Context: an optimization exercise on an open-source flow, tuned for small area, a short achievable clock period and few clock cycles per item. The choices shown serve that exercise and are no tape-out recipe. No functional check of the RTL was part of any run shown here. Power figures rest on the tool's default switching activity, not on a simulated workload.

===== flow/flow/run.sh =====
#!/bin/bash
# The standard layout (standard.sh: ORFS synthesis and every layout step
# unchanged) with two library choices added to config.mk:
#  - full and half adder cells are not used, so Yosys leaves adders to abc
#    as plain gates (faster than the fa/ha cells);
#  - buffer_ports inserts plain buf_1 port buffers (sized up later by the
#    repair steps where needed) instead of the delay cells it picks by default.
# Make's full output, with every tool's, goes to flow.log; ORFS also keeps
# each step's log under orfs/logs.
set -euo pipefail
cat >> config.mk <<'EOC'
export DONT_USE_CELLS = sky130_fd_sc_hd__fa_1 sky130_fd_sc_hd__fa_2 sky130_fd_sc_hd__fa_4 sky130_fd_sc_hd__ha_1 sky130_fd_sc_hd__ha_2 sky130_fd_sc_hd__ha_4
export BUFFER_PORTS_ARGS = -buffer_cell sky130_fd_sc_hd__buf_1
EOC
bash standard.sh finish > flow.log 2>&1

===== flow/standard.sh =====
#!/bin/bash
# synth_recipe.tcl (not shown) runs the flow's synth.tcl, then flattens the netlist and writes it again
# the make line also repeats each setting of config.mk as NAME=value (left out here)
make -C /OpenROAD-flow-scripts/flow DESIGN_CONFIG=/design/flow/config.mk WORK_HOME=/design/flow/orfs CLKGATE_MAP_FILE= SYNTH_SCRIPT=/design/flow/synth_recipe.tcl "${@:-finish}"

===== flow/config.mk =====
export PLATFORM = sky130hd
export DESIGN_NAME = divide
export DESIGN_NICKNAME = divide
export VERILOG_FILES = /design/flow/design.v
export SDC_FILE = /design/flow/constraint.sdc
export NUM_CORES = 4
export LEC_CHECK = 0
export ABC_AREA = 1
export CAP_MARGIN = 20
export CORE_MARGIN = 2
export CORE_UTILIZATION = 40
export SETUP_SLACK_MARGIN = 2.8
export SLEW_MARGIN = 20
export DONT_USE_CELLS = sky130_fd_sc_hd__fa_1 sky130_fd_sc_hd__fa_2 sky130_fd_sc_hd__fa_4 sky130_fd_sc_hd__ha_1 sky130_fd_sc_hd__ha_2 sky130_fd_sc_hd__ha_4
export BUFFER_PORTS_ARGS = -buffer_cell sky130_fd_sc_hd__buf_1

===== flow/constraint.sdc =====
create_clock -name core_clock -period 6.0 [get_ports {clk}]
set_input_delay 1.2000 -clock core_clock [delete_from_list [all_inputs] [get_ports {clk}]]
set_output_delay 1.2000 -clock core_clock [all_outputs]
set_load 0.01 [all_outputs]

===== flow/design.v =====
module divide(clk, rst, new_inp, dvdend, len_a, dvsor, len_b, quotient, remainder, count_add, count_sub, done);
	input clk;
	input rst;
	input new_inp;
	input [31:0] dvdend, dvsor;
	input [4:0] len_a, len_b;
	output [31:0] quotient, remainder;
	output reg done;
	output [4:0] count_add, count_sub;
	reg [30:0] q;       
	reg [30:0] r;       
	reg z;              
	reg [30:0] h;       
	reg [3:0] m;        
	reg [4:0] ca;       
	reg [4:0] cs;       
	wire bz = (len_b == 5'd1) & ~dvsor[0];
	wire lt = len_a < len_b;
	wire [3:0] fs = len_a[4:1] - len_b[4:1] - {3'd0, len_b[0] & ~len_a[0]};
	wire [30:0] sh1 = fs[0] ? {dvsor[28:0], 2'b00} : dvsor[30:0];
	wire [30:0] sh2 = fs[1] ? {sh1[26:0], 4'h0} : sh1;
	wire [30:0] sh3 = fs[2] ? {sh2[22:0], 8'h00} : sh2;
	wire [30:0] h0 = fs[3] ? {sh3[14:0], 16'h0000} : sh3;
	wire [33:0] xa = {3'b000, r};
	wire [33:0] xb = ~{3'b000, h};
	wire [33:0] xc = ~{2'b00, h, 1'b0};
	wire [33:0] cs_s = xa ^ xb ^ xc;
	wire [33:0] cs_c = {(xa[32:0] & xb[32:0]) | (xa[32:0] & xc[32:0]) | (xb[32:0] & xc[32:0]), 1'b1};
	wire [31:0] a1_a = {1'b0,r};
	wire [31:0] a1_b = ~{1'b0,h};
	wire [31:0] a1_p = a1_a ^ a1_b;
	wire [31:0] a1_g = a1_a & a1_b;
	wire [31:0] a1_t = a1_a | a1_b;
	wire a1_gc = a1_t[0];
	wire a1_n1_g = a1_g[1] | (a1_t[1] & a1_gc);
	wire a1_n2_g = a1_g[3] | (a1_t[3] & a1_g[2]);
	wire a1_n2_p = a1_t[3] & a1_t[2];
	wire a1_n3_g = a1_g[5] | (a1_t[5] & a1_g[4]);
	wire a1_n3_p = a1_t[5] & a1_t[4];
	wire a1_n4_g = a1_g[7] | (a1_t[7] & a1_g[6]);
	wire a1_n4_p = a1_t[7] & a1_t[6];
	wire a1_n5_g = a1_g[9] | (a1_t[9] & a1_g[8]);
	wire a1_n5_p = a1_t[9] & a1_t[8];
	wire a1_n6_g = a1_g[11] | (a1_t[11] & a1_g[10]);
	wire a1_n6_p = a1_t[11] & a1_t[10];
	wire a1_n7_g = a1_g[13] | (a1_t[13] & a1_g[12]);
	wire a1_n7_p = a1_t[13] & a1_t[12];
	wire a1_n8_g = a1_g[15] | (a1_t[15] & a1_g[14]);
	wire a1_n8_p = a1_t[15] & a1_t[14];
	wire a1_n9_g = a1_g[17] | (a1_t[17] & a1_g[16]);
	wire a1_n9_p = a1_t[17] & a1_t[16];
	wire a1_n10_g = a1_g[19] | (a1_t[19] & a1_g[18]);
	wire a1_n10_p = a1_t[19] & a1_t[18];
	wire a1_n11_g = a1_g[21] | (a1_t[21] & a1_g[20]);
	wire a1_n11_p = a1_t[21] & a1_t[20];
	wire a1_n12_g = a1_g[23] | (a1_t[23] & a1_g[22]);
	wire a1_n12_p = a1_t[23] & a1_t[22];
	wire a1_n13_g = a1_g[25] | (a1_t[25] & a1_g[24]);
	wire a1_n13_p = a1_t[25] & a1_t[24];
	wire a1_n14_g = a1_g[27] | (a1_t[27] & a1_g[26]);
	wire a1_n14_p = a1_t[27] & a1_t[26];
	wire a1_n15_g = a1_g[29] | (a1_t[29] & a1_g[28]);
	wire a1_n15_p = a1_t[29] & a1_t[28];
	wire a1_n16_g = a1_g[31] | (a1_t[31] & a1_g[30]);
	wire a1_n16_p = a1_t[31] & a1_t[30];
	wire a1_n17_g = a1_n2_g | (a1_n2_p & a1_n1_g);
	wire a1_n18_g = a1_n4_g | (a1_n4_p & a1_n3_g);
	wire a1_n18_p = a1_n4_p & a1_n3_p;
	wire a1_n19_g = a1_n6_g | (a1_n6_p & a1_n5_g);
	wire a1_n19_p = a1_n6_p & a1_n5_p;
	wire a1_n20_g = a1_n8_g | (a1_n8_p & a1_n7_g);
	wire a1_n20_p = a1_n8_p & a1_n7_p;
	wire a1_n21_g = a1_n10_g | (a1_n10_p & a1_n9_g);
	wire a1_n21_p = a1_n10_p & a1_n9_p;
	wire a1_n22_g = a1_n12_g | (a1_n12_p & a1_n11_g);
	wire a1_n22_p = a1_n12_p & a1_n11_p;
	wire a1_n23_g = a1_n14_g | (a1_n14_p & a1_n13_g);
	wire a1_n23_p = a1_n14_p & a1_n13_p;
	wire a1_n24_g = a1_n16_g | (a1_n16_p & a1_n15_g);
	wire a1_n24_p = a1_n16_p & a1_n15_p;
	wire a1_n25_g = a1_n18_g | (a1_n18_p & a1_n17_g);
	wire a1_n26_g = a1_n20_g | (a1_n20_p & a1_n19_g);
	wire a1_n26_p = a1_n20_p & a1_n19_p;
	wire a1_n27_g = a1_n22_g | (a1_n22_p & a1_n21_g);
	wire a1_n27_p = a1_n22_p & a1_n21_p;
	wire a1_n28_g = a1_n24_g | (a1_n24_p & a1_n23_g);
	wire a1_n28_p = a1_n24_p & a1_n23_p;
	wire a1_n29_g = a1_n26_g | (a1_n26_p & a1_n25_g);
	wire a1_n30_g = a1_n28_g | (a1_n28_p & a1_n27_g);
	wire a1_n30_p = a1_n28_p & a1_n27_p;
	wire a1_n31_g = a1_n30_g | (a1_n30_p & a1_n29_g);
	wire a1_n32_g = a1_n27_g | (a1_n27_p & a1_n29_g);
	wire a1_n33_g = a1_n19_g | (a1_n19_p & a1_n25_g);
	wire a1_n34_g = a1_n21_g | (a1_n21_p & a1_n29_g);
	wire a1_n35_g = a1_n23_g | (a1_n23_p & a1_n32_g);
	wire a1_n36_g = a1_n3_g | (a1_n3_p & a1_n17_g);
	wire a1_n37_g = a1_n5_g | (a1_n5_p & a1_n25_g);
	wire a1_n38_g = a1_n7_g | (a1_n7_p & a1_n33_g);
	wire a1_n39_g = a1_n9_g | (a1_n9_p & a1_n29_g);
	wire a1_n40_g = a1_n11_g | (a1_n11_p & a1_n34_g);
	wire a1_n41_g = a1_n13_g | (a1_n13_p & a1_n32_g);
	wire a1_n42_g = a1_n15_g | (a1_n15_p & a1_n35_g);
	wire a1_n43_g = a1_g[2] | (a1_t[2] & a1_n1_g);
	wire a1_n44_g = a1_g[4] | (a1_t[4] & a1_n17_g);
	wire a1_n45_g = a1_g[6] | (a1_t[6] & a1_n36_g);
	wire a1_n46_g = a1_g[8] | (a1_t[8] & a1_n25_g);
	wire a1_n47_g = a1_g[10] | (a1_t[10] & a1_n37_g);
	wire a1_n48_g = a1_g[12] | (a1_t[12] & a1_n33_g);
	wire a1_n49_g = a1_g[14] | (a1_t[14] & a1_n38_g);
	wire a1_n50_g = a1_g[16] | (a1_t[16] & a1_n29_g);
	wire a1_n51_g = a1_g[18] | (a1_t[18] & a1_n39_g);
	wire a1_n52_g = a1_g[20] | (a1_t[20] & a1_n34_g);
	wire a1_n53_g = a1_g[22] | (a1_t[22] & a1_n40_g);
	wire a1_n54_g = a1_g[24] | (a1_t[24] & a1_n32_g);
	wire a1_n55_g = a1_g[26] | (a1_t[26] & a1_n41_g);
	wire a1_n56_g = a1_g[28] | (a1_t[28] & a1_n35_g);
	wire a1_n57_g = a1_g[30] | (a1_t[30] & a1_n42_g);
	wire [32:0] a1_c = {a1_n31_g, a1_n57_g, a1_n42_g, a1_n56_g, a1_n35_g, a1_n55_g, a1_n41_g, a1_n54_g, a1_n32_g, a1_n53_g, a1_n40_g, a1_n52_g, a1_n34_g, a1_n51_g, a1_n39_g, a1_n50_g, a1_n29_g, a1_n49_g, a1_n38_g, a1_n48_g, a1_n33_g, a1_n47_g, a1_n37_g, a1_n46_g, a1_n25_g, a1_n45_g, a1_n36_g, a1_n44_g, a1_n17_g, a1_n43_g, a1_n1_g, a1_gc, 1'b1};
	wire [31:0] a1_s = a1_p ^ a1_c[31:0];
	wire a1_co = a1_c[32];
	wire [31:0] a2_a = {1'b0,r};
	wire [31:0] a2_b = ~{h,1'b0};
	wire [31:0] a2_p = a2_a ^ a2_b;
	wire [31:0] a2_g = a2_a & a2_b;
	wire [31:0] a2_t = a2_a | a2_b;
	wire a2_gc = a2_t[0];
	wire a2_n1_g = a2_g[1] | (a2_t[1] & a2_gc);
	wire a2_n2_g = a2_g[3] | (a2_t[3] & a2_g[2]);
	wire a2_n2_p = a2_t[3] & a2_t[2];
	wire a2_n3_g = a2_g[5] | (a2_t[5] & a2_g[4]);
	wire a2_n3_p = a2_t[5] & a2_t[4];
	wire a2_n4_g = a2_g[7] | (a2_t[7] & a2_g[6]);
	wire a2_n4_p = a2_t[7] & a2_t[6];
	wire a2_n5_g = a2_g[9] | (a2_t[9] & a2_g[8]);
	wire a2_n5_p = a2_t[9] & a2_t[8];
	wire a2_n6_g = a2_g[11] | (a2_t[11] & a2_g[10]);
	wire a2_n6_p = a2_t[11] & a2_t[10];
	wire a2_n7_g = a2_g[13] | (a2_t[13] & a2_g[12]);
	wire a2_n7_p = a2_t[13] & a2_t[12];
	wire a2_n8_g = a2_g[15] | (a2_t[15] & a2_g[14]);
	wire a2_n8_p = a2_t[15] & a2_t[14];
	wire a2_n9_g = a2_g[17] | (a2_t[17] & a2_g[16]);
	wire a2_n9_p = a2_t[17] & a2_t[16];
	wire a2_n10_g = a2_g[19] | (a2_t[19] & a2_g[18]);
	wire a2_n10_p = a2_t[19] & a2_t[18];
	wire a2_n11_g = a2_g[21] | (a2_t[21] & a2_g[20]);
	wire a2_n11_p = a2_t[21] & a2_t[20];
	wire a2_n12_g = a2_g[23] | (a2_t[23] & a2_g[22]);
	wire a2_n12_p = a2_t[23] & a2_t[22];
	wire a2_n13_g = a2_g[25] | (a2_t[25] & a2_g[24]);
	wire a2_n13_p = a2_t[25] & a2_t[24];
	wire a2_n14_g = a2_g[27] | (a2_t[27] & a2_g[26]);
	wire a2_n14_p = a2_t[27] & a2_t[26];
	wire a2_n15_g = a2_g[29] | (a2_t[29] & a2_g[28]);
	wire a2_n15_p = a2_t[29] & a2_t[28];
	wire a2_n16_g = a2_g[31] | (a2_t[31] & a2_g[30]);
	wire a2_n16_p = a2_t[31] & a2_t[30];
	wire a2_n17_g = a2_n2_g | (a2_n2_p & a2_n1_g);
	wire a2_n18_g = a2_n4_g | (a2_n4_p & a2_n3_g);
	wire a2_n18_p = a2_n4_p & a2_n3_p;
	wire a2_n19_g = a2_n6_g | (a2_n6_p & a2_n5_g);
	wire a2_n19_p = a2_n6_p & a2_n5_p;
	wire a2_n20_g = a2_n8_g | (a2_n8_p & a2_n7_g);
	wire a2_n20_p = a2_n8_p & a2_n7_p;
	wire a2_n21_g = a2_n10_g | (a2_n10_p & a2_n9_g);
	wire a2_n21_p = a2_n10_p & a2_n9_p;
	wire a2_n22_g = a2_n12_g | (a2_n12_p & a2_n11_g);
	wire a2_n22_p = a2_n12_p & a2_n11_p;
	wire a2_n23_g = a2_n14_g | (a2_n14_p & a2_n13_g);
	wire a2_n23_p = a2_n14_p & a2_n13_p;
	wire a2_n24_g = a2_n16_g | (a2_n16_p & a2_n15_g);
	wire a2_n24_p = a2_n16_p & a2_n15_p;
	wire a2_n25_g = a2_n18_g | (a2_n18_p & a2_n17_g);
	wire a2_n26_g = a2_n20_g | (a2_n20_p & a2_n19_g);
	wire a2_n26_p = a2_n20_p & a2_n19_p;
	wire a2_n27_g = a2_n22_g | (a2_n22_p & a2_n21_g);
	wire a2_n27_p = a2_n22_p & a2_n21_p;
	wire a2_n28_g = a2_n24_g | (a2_n24_p & a2_n23_g);
	wire a2_n28_p = a2_n24_p & a2_n23_p;
	wire a2_n29_g = a2_n26_g | (a2_n26_p & a2_n25_g);
	wire a2_n30_g = a2_n28_g | (a2_n28_p & a2_n27_g);
	wire a2_n30_p = a2_n28_p & a2_n27_p;
	wire a2_n31_g = a2_n30_g | (a2_n30_p & a2_n29_g);
	wire a2_n32_g = a2_n27_g | (a2_n27_p & a2_n29_g);
	wire a2_n33_g = a2_n19_g | (a2_n19_p & a2_n25_g);
	wire a2_n34_g = a2_n21_g | (a2_n21_p & a2_n29_g);
	wire a2_n35_g = a2_n23_g | (a2_n23_p & a2_n32_g);
	wire a2_n36_g = a2_n3_g | (a2_n3_p & a2_n17_g);
	wire a2_n37_g = a2_n5_g | (a2_n5_p & a2_n25_g);
	wire a2_n38_g = a2_n7_g | (a2_n7_p & a2_n33_g);
	wire a2_n39_g = a2_n9_g | (a2_n9_p & a2_n29_g);
	wire a2_n40_g = a2_n11_g | (a2_n11_p & a2_n34_g);
	wire a2_n41_g = a2_n13_g | (a2_n13_p & a2_n32_g);
	wire a2_n42_g = a2_n15_g | (a2_n15_p & a2_n35_g);
	wire a2_n43_g = a2_g[2] | (a2_t[2] & a2_n1_g);
	wire a2_n44_g = a2_g[4] | (a2_t[4] & a2_n17_g);
	wire a2_n45_g = a2_g[6] | (a2_t[6] & a2_n36_g);
	wire a2_n46_g = a2_g[8] | (a2_t[8] & a2_n25_g);
	wire a2_n47_g = a2_g[10] | (a2_t[10] & a2_n37_g);
	wire a2_n48_g = a2_g[12] | (a2_t[12] & a2_n33_g);
	wire a2_n49_g = a2_g[14] | (a2_t[14] & a2_n38_g);
	wire a2_n50_g = a2_g[16] | (a2_t[16] & a2_n29_g);
	wire a2_n51_g = a2_g[18] | (a2_t[18] & a2_n39_g);
	wire a2_n52_g = a2_g[20] | (a2_t[20] & a2_n34_g);
	wire a2_n53_g = a2_g[22] | (a2_t[22] & a2_n40_g);
	wire a2_n54_g = a2_g[24] | (a2_t[24] & a2_n32_g);
	wire a2_n55_g = a2_g[26] | (a2_t[26] & a2_n41_g);
	wire a2_n56_g = a2_g[28] | (a2_t[28] & a2_n35_g);
	wire a2_n57_g = a2_g[30] | (a2_t[30] & a2_n42_g);
	wire [32:0] a2_c = {a2_n31_g, a2_n57_g, a2_n42_g, a2_n56_g, a2_n35_g, a2_n55_g, a2_n41_g, a2_n54_g, a2_n32_g, a2_n53_g, a2_n40_g, a2_n52_g, a2_n34_g, a2_n51_g, a2_n39_g, a2_n50_g, a2_n29_g, a2_n49_g, a2_n38_g, a2_n48_g, a2_n33_g, a2_n47_g, a2_n37_g, a2_n46_g, a2_n25_g, a2_n45_g, a2_n36_g, a2_n44_g, a2_n17_g, a2_n43_g, a2_n1_g, a2_gc, 1'b1};
	wire [31:0] a2_s = a2_p ^ a2_c[31:0];
	wire a2_co = a2_c[32];
	wire [33:0] a3_a = cs_s;
	wire [33:0] a3_b = cs_c;
	wire [33:0] a3_p = a3_a ^ a3_b;
	wire [33:0] a3_g = a3_a & a3_b;
	wire [33:0] a3_t = a3_a | a3_b;
	wire a3_gc = a3_t[0];
	wire a3_n1_g = a3_g[1] | (a3_t[1] & a3_gc);
	wire a3_n2_g = a3_g[3] | (a3_t[3] & a3_g[2]);
	wire a3_n2_p = a3_t[3] & a3_t[2];
	wire a3_n3_g = a3_g[5] | (a3_t[5] & a3_g[4]);
	wire a3_n3_p = a3_t[5] & a3_t[4];
	wire a3_n4_g = a3_g[7] | (a3_t[7] & a3_g[6]);
	wire a3_n4_p = a3_t[7] & a3_t[6];
	wire a3_n5_g = a3_g[9] | (a3_t[9] & a3_g[8]);
	wire a3_n5_p = a3_t[9] & a3_t[8];
	wire a3_n6_g = a3_g[11] | (a3_t[11] & a3_g[10]);
	wire a3_n6_p = a3_t[11] & a3_t[10];
	wire a3_n7_g = a3_g[13] | (a3_t[13] & a3_g[12]);
	wire a3_n7_p = a3_t[13] & a3_t[12];
	wire a3_n8_g = a3_g[15] | (a3_t[15] & a3_g[14]);
	wire a3_n8_p = a3_t[15] & a3_t[14];
	wire a3_n9_g = a3_g[17] | (a3_t[17] & a3_g[16]);
	wire a3_n9_p = a3_t[17] & a3_t[16];
	wire a3_n10_g = a3_g[19] | (a3_t[19] & a3_g[18]);
	wire a3_n10_p = a3_t[19] & a3_t[18];
	wire a3_n11_g = a3_g[21] | (a3_t[21] & a3_g[20]);
	wire a3_n11_p = a3_t[21] & a3_t[20];
	wire a3_n12_g = a3_g[23] | (a3_t[23] & a3_g[22]);
	wire a3_n12_p = a3_t[23] & a3_t[22];
	wire a3_n13_g = a3_g[25] | (a3_t[25] & a3_g[24]);
	wire a3_n13_p = a3_t[25] & a3_t[24];
	wire a3_n14_g = a3_g[27] | (a3_t[27] & a3_g[26]);
	wire a3_n14_p = a3_t[27] & a3_t[26];
	wire a3_n15_g = a3_g[29] | (a3_t[29] & a3_g[28]);
	wire a3_n15_p = a3_t[29] & a3_t[28];
	wire a3_n16_g = a3_g[31] | (a3_t[31] & a3_g[30]);
	wire a3_n16_p = a3_t[31] & a3_t[30];
	wire a3_n17_g = a3_g[33] | (a3_t[33] & a3_g[32]);
	wire a3_n17_p = a3_t[33] & a3_t[32];
	wire a3_n18_g = a3_n2_g | (a3_n2_p & a3_n1_g);
	wire a3_n19_g = a3_n4_g | (a3_n4_p & a3_n3_g);
	wire a3_n19_p = a3_n4_p & a3_n3_p;
	wire a3_n20_g = a3_n6_g | (a3_n6_p & a3_n5_g);
	wire a3_n20_p = a3_n6_p & a3_n5_p;
	wire a3_n21_g = a3_n8_g | (a3_n8_p & a3_n7_g);
	wire a3_n21_p = a3_n8_p & a3_n7_p;
	wire a3_n22_g = a3_n10_g | (a3_n10_p & a3_n9_g);
	wire a3_n22_p = a3_n10_p & a3_n9_p;
	wire a3_n23_g = a3_n12_g | (a3_n12_p & a3_n11_g);
	wire a3_n23_p = a3_n12_p & a3_n11_p;
	wire a3_n24_g = a3_n14_g | (a3_n14_p & a3_n13_g);
	wire a3_n24_p = a3_n14_p & a3_n13_p;
	wire a3_n25_g = a3_n16_g | (a3_n16_p & a3_n15_g);
	wire a3_n25_p = a3_n16_p & a3_n15_p;
	wire a3_n26_g = a3_n19_g | (a3_n19_p & a3_n18_g);
	wire a3_n27_g = a3_n21_g | (a3_n21_p & a3_n20_g);
	wire a3_n27_p = a3_n21_p & a3_n20_p;
	wire a3_n28_g = a3_n23_g | (a3_n23_p & a3_n22_g);
	wire a3_n28_p = a3_n23_p & a3_n22_p;
	wire a3_n29_g = a3_n25_g | (a3_n25_p & a3_n24_g);
	wire a3_n29_p = a3_n25_p & a3_n24_p;
	wire a3_n30_g = a3_n27_g | (a3_n27_p & a3_n26_g);
	wire a3_n31_g = a3_n29_g | (a3_n29_p & a3_n28_g);
	wire a3_n31_p = a3_n29_p & a3_n28_p;
	wire a3_n32_g = a3_n31_g | (a3_n31_p & a3_n30_g);
	wire a3_n33_g = a3_n28_g | (a3_n28_p & a3_n30_g);
	wire a3_n34_g = a3_n20_g | (a3_n20_p & a3_n26_g);
	wire a3_n35_g = a3_n22_g | (a3_n22_p & a3_n30_g);
	wire a3_n36_g = a3_n24_g | (a3_n24_p & a3_n33_g);
	wire a3_n37_g = a3_n3_g | (a3_n3_p & a3_n18_g);
	wire a3_n38_g = a3_n5_g | (a3_n5_p & a3_n26_g);
	wire a3_n39_g = a3_n7_g | (a3_n7_p & a3_n34_g);
	wire a3_n40_g = a3_n9_g | (a3_n9_p & a3_n30_g);
	wire a3_n41_g = a3_n11_g | (a3_n11_p & a3_n35_g);
	wire a3_n42_g = a3_n13_g | (a3_n13_p & a3_n33_g);
	wire a3_n43_g = a3_n15_g | (a3_n15_p & a3_n36_g);
	wire a3_n44_g = a3_n17_g | (a3_n17_p & a3_n32_g);
	wire a3_n45_g = a3_g[2] | (a3_t[2] & a3_n1_g);
	wire a3_n46_g = a3_g[4] | (a3_t[4] & a3_n18_g);
	wire a3_n47_g = a3_g[6] | (a3_t[6] & a3_n37_g);
	wire a3_n48_g = a3_g[8] | (a3_t[8] & a3_n26_g);
	wire a3_n49_g = a3_g[10] | (a3_t[10] & a3_n38_g);
	wire a3_n50_g = a3_g[12] | (a3_t[12] & a3_n34_g);
	wire a3_n51_g = a3_g[14] | (a3_t[14] & a3_n39_g);
	wire a3_n52_g = a3_g[16] | (a3_t[16] & a3_n30_g);
	wire a3_n53_g = a3_g[18] | (a3_t[18] & a3_n40_g);
	wire a3_n54_g = a3_g[20] | (a3_t[20] & a3_n35_g);
	wire a3_n55_g = a3_g[22] | (a3_t[22] & a3_n41_g);
	wire a3_n56_g = a3_g[24] | (a3_t[24] & a3_n33_g);
	wire a3_n57_g = a3_g[26] | (a3_t[26] & a3_n42_g);
	wire a3_n58_g = a3_g[28] | (a3_t[28] & a3_n36_g);
	wire a3_n59_g = a3_g[30] | (a3_t[30] & a3_n43_g);
	wire a3_n60_g = a3_g[32] | (a3_t[32] & a3_n32_g);
	wire [34:0] a3_c = {a3_n44_g, a3_n60_g, a3_n32_g, a3_n59_g, a3_n43_g, a3_n58_g, a3_n36_g, a3_n57_g, a3_n42_g, a3_n56_g, a3_n33_g, a3_n55_g, a3_n41_g, a3_n54_g, a3_n35_g, a3_n53_g, a3_n40_g, a3_n52_g, a3_n30_g, a3_n51_g, a3_n39_g, a3_n50_g, a3_n34_g, a3_n49_g, a3_n38_g, a3_n48_g, a3_n26_g, a3_n47_g, a3_n37_g, a3_n46_g, a3_n18_g, a3_n45_g, a3_n1_g, a3_gc, 1'b1};
	wire [33:0] a3_s = a3_p ^ a3_c[33:0];
	wire a3_co = a3_c[34];
	wire c1 = a1_co;    
	wire c2 = a2_co;    
	wire c3 = a3_co;    
	wire d1 = c2;
	wire d0 = c3 | (c1 & ~c2);
	wire [30:0] rn = c3 ? a3_s[30:0] : c2 ? a2_s[30:0] : a1_s[30:0];
	wire last = (m == 4'd0);
	wire start = done & new_inp;
	assign quotient = {z, q};
	assign remainder = {z, r};
	assign count_add = ca + {4'd0, ~q[1]} + {4'd0, ~q[0]};
	assign count_sub = cs + {4'd0, q[1]};
	always @(posedge clk) begin
		if (rst)
			done <= 1'b1;
		else if (start)
			done <= bz | lt;
		else if (!done)
			done <= last;
	end
	always @(posedge clk) begin
		if (done) begin
			h <= h0;
			m <= fs;
		end else begin
			h <= h >> 2;
			m <= m - 4'd1;
		end
	end
	always @(posedge clk) begin
		if (start) begin
			r <= dvdend[30:0] | {31{bz}};
			q <= {31{bz}};
			z <= bz;
			ca <= bz ? 5'd0 : (lt | len_a[0] ^ len_b[0]) ? 5'd30 : 5'd29;
			cs <= bz ? 5'd31 : lt ? 5'd0 : 5'd1;
		end else if (!done) begin
			if (c1)
				r <= rn;
			q <= {q[28:0], d1, d0};
			ca <= ca + {4'd0, ~q[1]} + {4'd0, ~q[0]};
			cs <= cs + {4'd0, q[1]} + {4'd0, q[0]};
		end
	end
endmodule

==> results.py, run 1 <==
metrics = {
    "timing": {
        "hold_viol": 0,
        "fmax_mhz": 317,
        "fin_crit_sh_pct": 52.5,
        "fin_tns_setup_ns": 0,
        "slew_headroom_pct": 37.4,
        "rsz0062_at_grt": "yes",
        "setup_viol": 0,
        "finalCriticalPeriod_ns": 3.15,
        "worst_slew_pin_slew_ns": 0.936,
        "fin_skew_ns": 0.0176,
        "maxSlewViolCount": 0,
        "worst_slack_ns": 2.85,
    },
    "synth": {
        "netlist_top_cells_area": "nand2_1, edfxtp_1, inv_1",
        "ys.warnings.count": 1,
        "synthArstFlopShare_pct": 0,
        "syn_avg_cell_area_um2": 6.03,
        "syn_area_um2": 10600,
        "syn_inst": 1762,
        "ys_top_cells_by_count": "nand2_1, inv_1, nor2_1, o21ai_0, a21oi_1",
        "ys_seq_area_share_pct": 27.4,
        "synth_cell_types": 54,
        "syn-num-nets": 1839,
        "synth_edf_count": 73,
        "dominantRegCellSynth": "edfxtp_1",
        "synth_top_area_share_pct": 23.4,
        "ys_ff_latch": 109,
        "yosys.area.top_type": "nand2_1",
        "synth_most_common_cell": "nand2_1",
    },
    "layout": {
        "final_nets": 1995,
        "area_delta_synth_final_pct": 15.6,
        "diodes": 0,
        "drive_gt1_share_pct": 9.26,
    },
    "setup_path": {
        "slowest_stage": "edfxtp_1",
        "r2r_start": "r[1]$_DFFE_PP_",
        "critPathMaxFanout": 3,
        "rrSetupSlack_ns": 3.05,
        "critPathKind": "reg -> out",
        "crit_family": "flip-flops",
        "cp_num_buf_inv": 2,
        "cp-start-kind": "flop",
        "r2r-end": "r[0]$_DFFE_PP_",
        "required_ns": 4.80,
        "slowest_delay_ns": 0.49,
        "path_cells": "xor2_2 -> nor2_1 -> a21oi_2 -> nor2_2 -> inv_2 -> nor2_4 -> nand2_2 -> xnor2_2 -> buf_2",
        "worst_setup_path_end_kind": "primary output",
        "r2r_cells": 20,
        "critPathArrivalTime_ns": 1.95,
    },
    "hold_path": {
        "hold_start": "m[0]$_DFF_P_",
        "holdPathEnd": "m[0]$_DFF_P_",
        "hold_class": "reg -> reg",
        "whs_path_depth": 1,
    },
    "clocking": {
        "cts_tree": "done",
        "htreeDepth": 3,
        "cts.sinks": 109,
        "numCtsBuffers": 9,
        "clock_path_buffers": 2,
        "root_buffer": "clkbuf_16",
        "path_clk_slew_ns": 0.10,
        "clkLatencyLatePin_ns": 0.38,
    },
    "floorplan": {
        "io_pins": 152,
        "die-area_um2": 27900,
        "coreArea_um2": 26100,
        "die_h_um": 167,
        "num_rows": 59,
        "die_width_um": 167,
        "start_util_pct": 40.8,
    },
    "power_and_ir_drop": {
        "ir_drop_mv": 0.279,
        "power_density_nw_per_um2": 633,
        "cellLeakagePower_nw": 6.32,
    },
    "drt": {
        "ant_nets": 0,
        "drt-total-wl_um": 32500,
        "wl_per_cell_um": 14.4,
        "drtPass1Iterations": 7,
        "vias": 11399,
        "dr.first_iter.drc_count": 726,
        "vias_per_cell": 5.05,
        "drc": 0,
    },
    "placement": {
        "port-buffer-count": 149,
        "dp_hpwl_um": 24400,
        "finalWeightedCongestion": 0.914,
        "dp_slack_ns": 1.87,
    },
    "global_route": {
        "grt_pass1_wl_um": 51200,
        "grt_max_degree": 50,
        "grt_overflow_total": 0,
        "antenna_found_initial": 1,
        "grt_pass1_vias": 10259,
        "grt_usage_pct": 22.6,
    },
    "status": {
        "status": "finished clean",
    },
    "flow_run": {
        "maxCapViolCount": 0,
    },
}
## area by class of cell
class,count,area [um^2]
Clock buffer,9,225
Inverter,229,911
Fill cell,2819,13800
Timing Repair inverter,2,12.5
Timing Repair Buffer,188,888
Multi-Input combinational cell,1379,6810
Tap cell,335,419
Clock inverter,7,101
Sequential cell,109,2910
## flip-flops by register name, indices dropped and copies added (netlist names)
signal / cells
done: 1
h: 31
q: 31
cs: 5
r: 31
m: 4
z: 1
ca: 5
## per-layer routing
layer  global-route usage (%)  routed length (um)  share of wire, %  up-vias
met1                     31.3               15400                47     5163
met4                     5.73                 625               1.9        0
met5                        0                   0                 0        -
li1                         -                   -                 -     5924
met3                     3.83                1910               5.9       39
met2                     36.5               14600                45      273
## cells by family (layout without fill, tap and decap cells)
kind of cell | count (synthesis) | count (layout) | synth area share [%]
AO/OA/AOI/OAI | 293 | 293 | 15.7
XOR/XNOR | 92 | 92 | 7.66
multiplexers | 9 | 9 | 0.848
flip-flops | 109 | 109 | 27.4
AND/OR/NAND/NOR | 982 | 985 | 37.8
buffers and inverters | 277 | 435 | 10.5
## worst max-delay path by stage
| stage | end | startpoint | slack [ns] | cells past startpoint |
|---|---|---|---|---|
| after global placement | h[30]$_SDFF_PN0_ | len_a[0] | 1.92 | 13 |
| after floorplan | h[18]$_DFF_P_ | len_a[0] | 3.01 | 15 |
| after global routing | count_add[4] | ca[0]$_DFFE_PP_ | 2.74 | 9 |
| after detailed placement | h[30]$_SDFF_PN0_ | len_b[0] | 1.87 | 12 |
| after CTS | h[30]$_SDFF_PN0_ | len_b[0] | 2.75 | 12 |
| final | count_add[4] | q[0]$_DFFE_PP_ | 2.85 | 9 |
## through the flow
stage | instance area, um^2 | total power [mW] | instances | hold slack, ns | utilization (%)
2_1_floorplan | 10600 | 5.57 | 1762 | 0.434 | -
6_report | 12300 | 7.77 | 2258 | 0.473 | 47.1
5_1_grt | 12300 | 8.59 | 2258 | 0.494 | 47.1
3_5_place_dp | 11400 | 6.75 | 2207 | 0.466 | 43.9
3_3_place_gp | 11400 | 6.66 | 2206 | 0.455 | 43.9
4_1_cts | 11900 | 7.53 | 2227 | 0.482 | 45.7
## what timing repair did
| action | CTS | global route |
|---|---|---|
| hold buffers | 0 | 0 |
| endpoints found under the hold margin | 0 | 0 |
| gates resized for setup | 25 | 49 |
| setup endpoints to repair | 68 | 71 |
| gates cloned | 1 | 5 |
| setup buffers | 3 | 26 |
| pin swaps | 1 | 9 |
## where the power goes
part	leakage, nW	total (mW)	switching, mW	internal, mW
combinational	5.13	5.66	3.66	2.00
clock	0.156	0.675	0.367	0.308
sequential	1.03	1.43	0.284	1.15
total	6.32	7.77	4.31	3.46
## placed cells by master, fill, tap and decap left out, types with 9 or more instances in the layout
master / instances
nand2_1: 655
inv_1: 198
nor2_1: 147
buf_1: 147
a21oi_1: 94
nand3_1: 93
o21ai_0: 91
edfxtp_1: 73
xor2_1: 52
dfxtp_1: 36
xnor2_1: 35
buf_4: 33
o21ai_1: 32
nand2_2: 31
inv_2: 25
o211ai_1: 18
or2_2: 10
o22ai_1: 9
a21oi_2: 9
mux2i_1: 9
clkbuf_16: 9
==> inputs of run 2 (changes only) <==
--- a/flow/config.mk
+++ b/flow/config.mk
@@ -11,3 +11,3 @@
 export CORE_UTILIZATION = 40
-export SETUP_SLACK_MARGIN = 2.8
+export SETUP_SLACK_MARGIN = 2.9
 export SLEW_MARGIN = 20
==> run 2 against run 1 <==
Wire length up 2.8%. Power increased by 2.8%. Design area up 1.3%. Worst hold slack barely moved. Non-clock buffer count up 11. Flip-flop and latch count unchanged. Setup slack got worse by 0.050 ns. First-iteration DRC count rose by 15%. Critical path type unchanged.
==> results.py, run 2 <==
metrics = {
    "timing": {
        "worst_slack_ns": 2.80,
        "setup_viol": 0,
        "hold_viol": 0,
        "fin_tns_setup_ns": 0,
        "rsz0062_at_grt": "yes",
        "maxSlewViolCount": 0,
        "fin_crit_sh_pct": 53.3,
        "hold-worst-slack_ns": 0.474,
        "fmax_mhz": 313,
        "worst_slew_pin_slew_ns": 0.954,
        "finalCriticalPeriod_ns": 3.20,
        "slew_headroom_pct": 36.2,
        "fin_skew_ns": 0.0160,
    },
    "clocking": {
        "root_buffer": "clkbuf_16",
        "cts.sinks": 109,
        "clkLatencyLatePin_ns": 0.38,
        "numCtsBuffers": 9,
        "cts_tree": "done",
        "clock_path_buffers": 2,
        "htreeDepth": 3,
        "path_clk_slew_ns": 0.10,
    },
    "floorplan": {
        "num_rows": 59,
        "start_util_pct": 40.8,
        "coreArea_um2": 26100,
        "io_pins": 152,
        "die-area_um2": 27900,
        "die_width_um": 167,
        "die_h_um": 167,
    },
    "setup_path": {
        "endpoint": "count_add[4]",
        "crit_start": "q[0]$_DFFE_PP_",
        "worst_setup_path_end_kind": "primary output",
        "r2r-end": "r[0]$_DFFE_PP_",
        "critPathKind": "reg -> out",
        "required_ns": 4.80,
        "rrSetupSlack_ns": 3.08,
        "r2r_start": "h[30]$_SDFF_PN0_",
        "r2r_cells": 15,
        "cp-start-kind": "flop",
        "critPathArrivalTime_ns": 2.00,
        "critPathMaxFanout": 3,
    },
    "synth": {
        "synth_most_common_cell": "nand2_1",
        "synth_top_area_share_pct": 23.4,
        "ys.warnings.count": 1,
        "ys_ff_latch": 109,
        "yosys.area.top_type": "nand2_1",
        "dominantRegCellSynth": "edfxtp_1",
        "syn_avg_cell_area_um2": 6.03,
        "netlist_top_cells_area": "nand2_1, edfxtp_1, inv_1",
        "syn-num-nets": 1839,
        "syn_area_um2": 10600,
        "ys_top_cells_by_count": "nand2_1, inv_1, nor2_1, o21ai_0, a21oi_1",
        "synthArstFlopShare_pct": 0,
        "syn_inst": 1762,
        "synth_cell_types": 54,
        "synth_edf_count": 73,
        "ys_seq_area_share_pct": 27.4,
    },
    "drt": {
        "drc": 0,
        "drt-total-wl_um": 33400,
        "vias": 11531,
        "drtPass1Iterations": 6,
        "dr.first_iter.drc_count": 834,
        "vias_per_cell": 5.08,
        "ant_nets": 0,
        "wl_per_cell_um": 14.7,
    },
    "placement": {
        "finalWeightedCongestion": 0.914,
        "dp_slack_ns": 1.87,
        "dp_hpwl_um": 24400,
        "port-buffer-count": 149,
        "place_inst": 2207,
        "placed_area_um2": 11400,
    },
    "global_route": {
        "grt_usage_pct": 22.9,
        "grt_pass1_wl_um": 51800,
        "grt_pass1_vias": 10321,
        "antenna_found_initial": 1,
        "grt_overflow_total": 0,
        "grt_max_degree": 50,
    },
    "status": {
        "status": "finished clean",
    },
    "layout": {
        "largestRegisters": "h x31, q x31, r x31",
        "final_cell_mix": "nand2_1, inv_1, buf_1",
        "area_delta_synth_final_pct": 17.1,
        "diodes": 0,
        "final_common_cell": "nand2_1",
        "final_nets": 2007,
        "final_area_um2": 12400,
        "drive_gt1_share_pct": 10.6,
        "fin_cells": 2270,
    },
    "power_and_ir_drop": {
        "ir_drop_mv": 0.323,
        "cellLeakagePower_nw": 6.41,
        "power_density_nw_per_um2": 642,
    },
    "flow_run": {
        "maxCapViolCount": 0,
    },
    "hold_path": {
        "hold_class": "reg -> reg",
    },
}
run 2: cell counts after synthesis:
Identical to the previous run, type by type.
run 2: where the power goes:
part / switching (mW) / internal [mW]
logic: 3.78 / 2.10
registers: 0.281 / 1.15
clock network: 0.367 / 0.308
total: 4.43 / 3.56
run 2: timing repair:
action / in CTS / in global routing
gates cloned: 3 / 5
pin swaps: 4 / 13
setup endpoints to repair: 83 / 94
hold buffers: 0 / 0
resized for setup: 37 / 55
setup buffers: 11 / 28
run 2: worst min path at each step:
stage	from	endpoint	slack, ns	cells after the start
floorplan	m[0]$_DFF_P_	m[0]$_DFF_P_	0.43	1
global placement	m[0]$_DFF_P_	m[0]$_DFF_P_	0.45	1
detailed placement	m[0]$_DFF_P_	m[0]$_DFF_P_	0.47	1
CTS	m[0]$_DFF_P_	m[0]$_DFF_P_	0.48	1
global route	m[0]$_DFF_P_	m[0]$_DFF_P_	0.49	1
finish	m[0]$_DFF_P_	m[0]$_DFF_P_	0.47	1
run 2: layout make-up:
cell class | instances | area, um^2
Fill cell | 2808 | 13600
Timing Repair Buffer | 199 | 990
Tap cell | 335 | 419
Clock inverter | 7 | 101
Inverter | 229 | 901
Sequential cell | 109 | 2910
Clock buffer | 9 | 225
Multi-Input combinational cell | 1379 | 6870
Timing Repair inverter | 3 | 21.3
run 2: per-layer routing:
metal	vias to the layer above	part of all wire (%)	wire (um)	global-route usage [%]
li1	5950	-	-	-
met1	5210	46	15300	31.8
met2	329	45	15200	37.3
met3	42	6.9	2300	3.35
met4	0	1.9	622	5.77
met5	-	0	0	0
run 2: cell families after synthesis:
logic type | after synthesis | share of synthesized area (%)
muxes | 9 | 0.848
and+or+nand+nor | 982 | 37.8
buffers and inverters | 277 | 10.5
DFF | 109 | 27.4
AOI/OAI and AO/OA | 293 | 15.7
xor gates and xnor gates | 92 | 7.66
run 2: worst max-delay path: stages, from the launching register on:
cell and delay [ns]:
edfxtp_1 0.51, xor2_2 0.23, nor2_2 0.14, a21oi_2 0.05, nor2_2 0.12, inv_2 0.06
nor2_4 0.12, nand2_2 0.09, xnor2_2 0.14, buf_2 0.15
run 2: stage by stage:
step	util [%]	total power, mW
floorplan	-	5.57
global placement	43.9	6.66
detailed placement	43.9	6.75
CTS	46.1	7.64
global route	47.7	8.79
finish	47.7	7.99

-- re-timing with driven ports --
How much do the figures lean on ideal ports? The routed layouts below were timed once more, with nothing changed but the port constraints. Step 1 (the two cells are an assumption about what drives the block):
set clk [get_ports {clk}]
set_driving_cell -lib_cell sky130_fd_sc_hd__clkbuf_16 $clk
set_driving_cell -lib_cell sky130_fd_sc_hd__buf_2 [delete_from_list [all_inputs] $clk]
Step 2 times the ports against the registers' clock, not the clock port: input delays grow and output delays shrink by t, the midpoint of the rising clock arrivals with the driver on. a / b / c = ideal / step 1 / step 2; a / b = the first two.
run | shift t [ns] | slack for setup (ns) | worst setup path at the end | cell pins on the clock port's net
run 1 | 0.420 | 2.850 / 2.802 / 2.578 | input to register | 1
run 2 | 0.420 | 2.800 / 2.752 / 2.585 | input to register | 1
After both steps setup and hold are still met in every run listed. The setup slack of run 1, which loses most, moves by -0.048 ns with the drivers and by -0.272 ns with both steps.
